This design comes from an exercise in tuning for small area and a short achievable clock period on the open sky130 flow, not from production work. Where RTL was checked, it was by simulation tests only, not by an equivalence proof against the original. Power figures rest on the tool's default switching activity, not on a simulated workload.

run A:
// PE
module PE (
    input clk,
    input rst,
    input logic [31:0] PE_in_a,
    input logic [31:0] PE_in_b,
    output logic [31:0] PE_out_r
);
Size in the first run: ~260 flip-flops, roughly 98 I/O pins.
Settings: LEC_CHECK=0, CAP_MARGIN=20, CORE_MARGIN=2, CORE_UTILIZATION=65, SLEW_MARGIN=20; clock period 12.0 ns.
standard.sh (not shown) runs the stock make flow with config.mk's settings and CLKGATE_MAP_FILE= SYNTH_SCRIPT=/design/flow/synth_recipe.tcl, a recipe that flattens the netlist after the stock synthesis.
==> flow/flow/run.sh <==
#!/bin/bash
set -euo pipefail
bash standard.sh finish SETUP_SLACK_MARGIN=8.4 "BUFFER_PORTS_ARGS=-buffer_cell sky130_fd_sc_hd__buf_2" SYNTH_KEEP_MODULES=fp_fa > flow.log 2>&1
Input changes introduced in run B (baseline for comparison: run A):
Settings: putting CTS_CLUSTER_DIAMETER at 80 where nothing was set; swapping 65 for 55 in CORE_UTILIZATION; putting CTS_CLUSTER_SIZE at 24 where nothing was set.
==> run summary <==
Across both runs, share of the final layout cell area in multi-input gates was higher for run B than for run A.
Run B against run A: final cell count without fillers moved up, starting density of the core moved down.
A launching element of the worst setup path of uut_2.sum[30] is what run B shows, while uut_2.sum[7] belongs to run A.
On run B: power is about 11% lower than what run A gave.
Going from run A to run B, multi-input gate area in the final layout neither gained nor lost much; worst setup slack picked up an extra 4.3 ps; estimated wirelength of the detail-placed design picked up an extra 3.2%.
Weighted congestion reported at the end of routability-driven placement, run B and run A: higher on run A
Comparing run B and run A, register clock-pin slew on the reported worst setup and hold paths is lower on run A.
Input changes introduced in run C (baseline for comparison: run B):
Settings: removing CTS_CLUSTER_DIAMETER (formerly 80); removing CTS_CLUSTER_SIZE (formerly 24).
--- outcome ---
Share of total power in the clock network for run C: 9.2 points up relative to run B
Of run B and run C, the higher sum of internal, switching and leakage power belongs to run C.
Run C has more setup slack than run B.
There was hardly any difference in sequential power between run C and run B.
Here is what was changed in the inputs of run D compared with run C.
Settings: CORE_UTILIZATION: 55 -> 40.
Findings:
Going from run C to run D, synthesis-to-layout area growth grows by 1.9 points. Run D: leakage power summed over all cells higher than run C. Per the comparison of run D with run C, global-route track usage on met3 went up 0.19 points; via count now larger; cell area up about 1.7%; placer congestion estimate -1.2%; arrival time reported for the critical path endpoint increased by 40 ps relative to the old numbers. PE_out_r[2] as the end point of the critical path was reported by run C, and PE_out_r[15] by run D.
No run of this note included a check of the RTL's function; only the layout flow was run.

Another version of the RTL of PE (not shown whole).
Size in the first run: about 1600 cells after synthesis, about 260 flip-flops, about 17000 um2 of cells after synthesis.
Design PE, start of the top module:
module PE (
    input clk,
    input rst,
    input logic [31:0] PE_in_a,
    input logic [31:0] PE_in_b,
    output logic [31:0] PE_out_r
);
export LEC_CHECK = 0
export CAP_MARGIN = 20
export CORE_MARGIN = 2
export CORE_UTILIZATION = 40
export SLEW_MARGIN = 20
create_clock -name core_clock -period 12.0 [get_ports {clk}]
==> flow/flow/run.sh <==
#!/bin/bash
set -euo pipefail
bash standard.sh finish SETUP_SLACK_MARGIN=8.7 "BUFFER_PORTS_ARGS=-buffer_cell sky130_fd_sc_hd__buf_2" SYNTH_KEEP_MODULES=fp_fa > flow.log 2>&1
The starting point completed with no timing, DRC or antenna violations.
Change:
==> flow/flow/run.sh (replaced) <==
#!/bin/bash
set -euo pipefail
bash standard.sh finish SETUP_SLACK_MARGIN=8.4 "BUFFER_PORTS_ARGS=-buffer_cell sky130_fd_sc_hd__buf_2" SYNTH_KEEP_MODULES=fp_fa > flow.log 2>&1
Outcome:
- routed wire length fell slightly
- register-to-register slack is worse by 0.25 ns
- setup slack is worse by 0.032 ns

Another version of the RTL of PE (not shown whole).
For scale: roughly 98 I/O pins, ~17,000 µm² of cells after synthesis.
==> flow/config.mk <==
export PLATFORM = sky130hd
export DESIGN_NAME = PE
export DESIGN_NICKNAME = PE
export VERILOG_FILES = /design/flow/design.v
export SDC_FILE = /design/flow/constraint.sdc
export NUM_CORES = 4
export LEC_CHECK = 0
export CAP_MARGIN = 20
export CORE_MARGIN = 2
export CORE_UTILIZATION = 55
export CTS_CLUSTER_DIAMETER = 80
export CTS_CLUSTER_SIZE = 24
export SLEW_MARGIN = 20
==> flow/constraint.sdc <==
create_clock -name core_clock -period 12.0 [get_ports {clk}]
set_input_delay 2.4000 -clock core_clock [delete_from_list [all_inputs] [get_ports {clk}]]
set_output_delay 2.4000 -clock core_clock [all_outputs]
set_load 0.01 [all_outputs]
==> flow/flow/run.sh <==
#!/bin/bash
set -euo pipefail
bash standard.sh finish SETUP_SLACK_MARGIN=8.45 "BUFFER_PORTS_ARGS=-buffer_cell sky130_fd_sc_hd__buf_2" SYNTH_KEEP_MODULES=fp_fa > flow.log 2>&1
The baseline produced a clean layout.
Rerun with:
==> flow/flow/run.sh (replaced) <==
#!/bin/bash
set -euo pipefail
bash standard.sh finish SETUP_SLACK_MARGIN=8.3 "BUFFER_PORTS_ARGS=-buffer_cell sky130_fd_sc_hd__buf_2" SYNTH_KEEP_MODULES=fp_fa > flow.log 2>&1
What happened:
- die area is unchanged
- worst setup slack loses 0.12 ns
- non-clock buffer count went down by 22
Rerun with:
==> flow/flow/run.sh (replaced) <==
#!/bin/bash
set -euo pipefail
bash standard.sh finish SETUP_SLACK_MARGIN=8.4 "BUFFER_PORTS_ARGS=-buffer_cell sky130_fd_sc_hd__buf_2" SYNTH_KEEP_MODULES=fp_fa > flow.log 2>&1
TNS_END_PERCENT = 30   (was default)
=> The new run finished with timing, DRC and antenna clean; count of clock-buffer cells in the layout rose by 3; final area barely changes; setup slack degrades by 0.0098 ns; via count stays flat; final cell count hardly moves.

## run 1
Another version of the RTL of PE (not shown whole).
Size in the first run: ~1800 cells after synthesis, ~300 flip-flops, ~98 I/O pins, about 18000 um^2 of cells after synthesis.
export LEC_CHECK = 0
export CAP_MARGIN = 20
export CORE_MARGIN = 2
export CORE_UTILIZATION = 40
export CTS_CLUSTER_DIAMETER = 80
export CTS_CLUSTER_SIZE = 24
export SLEW_MARGIN = 20
create_clock -name core_clock -period 12.0 [get_ports {clk}]
==> flow/flow/run.sh <==
#!/bin/bash
set -euo pipefail
bash standard.sh finish SETUP_SLACK_MARGIN=8.5 "BUFFER_PORTS_ARGS=-buffer_cell sky130_fd_sc_hd__buf_2" > flow.log 2>&1
Run 1 reached the final stage; the timing, design-rule and antenna checks on its layout passed.
## Diff of input files: run 2 against run 1
Settings: CTS_CLUSTER_SIZE: 24 -> unset; CTS_CLUSTER_DIAMETER: 80 -> unset.
==> flow/flow/run.sh <==
#!/bin/bash
set -euo pipefail
bash standard.sh finish SETUP_SLACK_MARGIN=8.5 > flow.log 2>&1
--- outcome ---
Of the two values seen for cell with the largest stage delay on the worst path, sky130_fd_sc_hd__dfrtp_2 was produced by run 2 and sky130_fd_sc_hd__dfrtp_1 by run 1.
Run 2 vs run 1 — power density of the placed cells climbed by a little under 10%
Run 1: full flow OK, the timing, design-rule and antenna checks passed
Run 2 reached the end of the flow, and the finished layout is clean on the timing, design-rule and antenna checks.
From run 1 to run 2 the numbers moved as follows: final design utilization saw an increase; average via count per standard cell saw an increase; final instance area saw an increase.
Setup changes, run 2 to run 3
==> flow/flow/run.sh <==
#!/bin/bash
set -euo pipefail
bash standard.sh finish SETUP_SLACK_MARGIN=8.5 "BUFFER_PORTS_ARGS=-buffer_cell sky130_fd_sc_hd__buf_2" > flow.log 2>&1
Findings:
- Run 3 has completed all stages; timing, DRC and antenna checks passed.
- Per the comparison of run 3 with run 2, relative max-transition margin grew by 2.0 points, final critical-path setup slack shrank by 20 ps, instance area after placement shrank by about 2.5%.
- Between run 3 and run 2, worst-case vdd ir drop is lower for run 3, run 2 comes in above that.
- NOTE number of setup buffers added after CTS run 2->run 3 increased by a few percent
- Run 2 -> run 3: layout multi-input combinational cell count delta 0, exact match

PE with an RTL version that a note above also has.
Size in the first run: about 1,700 cells after synthesis, about 260 flip-flops, ~98 I/O pins, ~17,000 um2 of cells after synthesis.
==> flow/config.mk <==
export PLATFORM = sky130hd
export DESIGN_NAME = PE
export DESIGN_NICKNAME = PE
export VERILOG_FILES = /design/flow/design.v
export SDC_FILE = /design/flow/constraint.sdc
export NUM_CORES = 4
export LEC_CHECK = 0
export CAP_MARGIN = 20
export CORE_MARGIN = 2
export CORE_UTILIZATION = 55
export CTS_CLUSTER_DIAMETER = 80
export CTS_CLUSTER_SIZE = 24
export SLEW_MARGIN = 20
==> flow/constraint.sdc <==
create_clock -name core_clock -period 12.0 [get_ports {clk}]
set_input_delay 2.4000 -clock core_clock [delete_from_list [all_inputs] [get_ports {clk}]]
set_output_delay 2.4000 -clock core_clock [all_outputs]
set_load 0.01 [all_outputs]
==> flow/flow/run.sh <==
#!/bin/bash
set -euo pipefail
bash standard.sh finish SETUP_SLACK_MARGIN=8.6 "BUFFER_PORTS_ARGS=-buffer_cell sky130_fd_sc_hd__buf_2" SYNTH_KEEP_MODULES=fp_fa > flow.log 2>&1
Edit:
==> flow/run.sh (new file) <==
#!/bin/bash
# synth_recipe.tcl (not shown) runs the flow's synth.tcl, then flattens the netlist and writes it again
# the make line also repeats each setting of config.mk as NAME=value (left out here)
make -C /OpenROAD-flow-scripts/flow DESIGN_CONFIG=/design/flow/config.mk WORK_HOME=/design/flow/orfs CLKGATE_MAP_FILE= SYNTH_SCRIPT=/design/flow/synth_recipe.tcl finish
Settings changed: SETUP_SLACK_MARGIN from default to 5.
removed: flow/flow/run.sh
removed: flow/standard.sh
- The new run produced a clean layout
- total power rose by 2.7%
- design area fell by 0.80%
- synthesized cell count rose by 3.0%
- global-route usage hardly moves
- worst setup slack degrades by 580 ps
- utilization fell by 1.8 points
- clock skew fell by 9.8 ps
- area after synthesis rose by 0.59%

PE again, from the RTL that the note above started with.
clock: 12.0 ns
lec_check: 0
cap_margin: 20
core_margin: 2
core_utilization: 55
cts_cluster_diameter: 90
cts_cluster_size: 30
slew_margin: 20
==> flow/flow/run.sh <==
#!/bin/bash
set -euo pipefail
bash standard.sh finish SETUP_SLACK_MARGIN=8.4 "BUFFER_PORTS_ARGS=-buffer_cell sky130_fd_sc_hd__buf_2" SYNTH_KEEP_MODULES=fp_fa > flow.log 2>&1
The baseline passed the timing, design-rule and antenna checks.
Edit:
CTS_CLUSTER_DIAMETER = 80   (was 90)
CTS_CLUSTER_SIZE = 24   (was 30)
TNS_END_PERCENT = 60   (was not set)
=> Global-route usage went down by 0.13 points. Final cell count stays flat. Via count went up by 1.0%. Clock power went up by 12%. Fmax went down by 1.4%. Power went up by 4.5%.
Edit:
TNS_END_PERCENT = not set   (was 60)
What happened: Global-route usage is higher by 0.22 points. Combinational power is lower slightly. Die area is unchanged. Critical path depth is unchanged. Utilization is lower by 0.26 points.
Edit:
==> flow/flow/run.sh (replaced) <==
#!/bin/bash
set -euo pipefail
bash standard.sh finish SETUP_SLACK_MARGIN=8.5 "BUFFER_PORTS_ARGS=-buffer_cell sky130_fd_sc_hd__buf_2" SYNTH_KEEP_MODULES=fp_fa > flow.log 2>&1
After rerunning: The changed run finished clean. Power is higher by a few percent. Die area is unchanged. Register-to-register slack improved by 0.04 ns. Worst setup slack improved by 0.033 ns. Clock skew came out higher by 0.0092 ns. Design area came out higher by a few percent. Non-clock buffer count rises by 33. Clock-buffer cell count went up by 1. Routed wire length climbs by a few percent. Clock power increases by a little under a tenth. Synthesized area is unchanged.

port drivers added, routing unchanged:
Ports are ideal in the flow. The routed layouts listed here were re-timed in OpenROAD.
Step 1, drivers: a clkbuf_16 drives clk and a buf_2 each remaining input, both assumed.
Step 2, shift: input delay + t, output delay - t, t = (earliest + latest rising clock arrival at the registers) / 2. This alone moves slack from input paths to output paths.
a / b / c = no drivers / after step 1 / after step 2; a / b = the first two.
| run | t (ns) | setup WS [ns] | hold slack, ns | slew at the worst register clock pin (ns) | cell pins on the clock port's net |
|---|---|---|---|---|---|
| run A | 0.593 | 8.425 / 8.377 / 8.039 | 0.360 / 0.360 / 0.360 | 0.07 / 0.07 | 1 |
| run B | 0.568 | 8.430 / 8.379 / 8.049 | 0.362 / 0.362 / 0.362 | 0.10 / 0.10 | 1 |
| run C | 0.606 | 8.435 / 8.382 / 8.046 | 0.353 / 0.353 / 0.353 | 0.07 / 0.07 | 1 |
| run D | 0.626 | 8.397 / 8.344 / 8.041 | 0.349 / 0.349 / 0.349 | 0.07 / 0.07 | 1 |
| the first run of note 2 | 0.636 | 8.464 / 8.410 / 8.052 | 0.341 / 0.341 / 0.341 | 0.06 / 0.06 | 1 |
| the second run of note 2 | 0.574 | 8.432 / 8.380 / 7.938 | 0.341 / 0.341 / 0.341 | 0.06 / 0.06 | 1 |
| the first run of note 3 | 0.557 | 8.478 / 8.427 / 8.104 | 0.356 / 0.356 / 0.356 | 0.10 / 0.10 | 1 |
| the second run of note 3 | 0.569 | 8.359 / 8.306 / 8.066 | 0.367 / 0.367 / 0.367 | 0.10 / 0.10 | 1 |
| the third run of note 3 | 0.579 | 8.349 / 8.295 / 8.088 | 0.358 / 0.358 / 0.358 | 0.10 / 0.10 | 1 |
| run 1 | 0.594 | 8.421 / 8.368 / 8.737 | 0.352 / 0.352 / 0.352 | 0.09 / 0.09 | 1 |
| run 2 | 0.587 | 8.456 / 8.402 / 8.713 | 0.339 / 0.339 / 0.339 | 0.06 / 0.06 | 1 |
| run 3 | 0.591 | 8.436 / 8.382 / 8.710 | 0.344 / 0.344 / 0.344 | 0.06 / 0.06 | 1 |
| the first run of note 5 | 0.557 | 8.522 / 8.470 / 8.103 | 0.355 / 0.355 / 0.355 | 0.10 / 0.10 | 1 |
| the second run of note 5 | 0.575 | 7.942 / 7.887 / 7.616 | 0.360 / 0.360 / 0.360 | 0.10 / 0.10 | 1 |
| the first run of note 6 | 0.556 | 8.423 / 8.371 / 8.027 | 0.358 / 0.358 / 0.358 | 0.11 / 0.11 | 1 |
| the second run of note 6 | 0.562 | 8.373 / 8.318 / 8.092 | 0.362 / 0.362 / 0.362 | 0.10 / 0.10 | 1 |
| the third run of note 6 | 0.557 | 8.434 / 8.383 / 7.977 | 0.355 / 0.355 / 0.355 | 0.10 / 0.10 | 1 |
| the fourth run of note 6 | 0.560 | 8.466 / 8.415 / 8.103 | 0.360 / 0.360 / 0.360 | 0.10 / 0.10 | 1 |
After both steps every run listed still meets setup and hold. The setup slack of the second run of note 2, which loses most, moves by -0.052 ns with the drivers and by -0.494 ns with both steps.
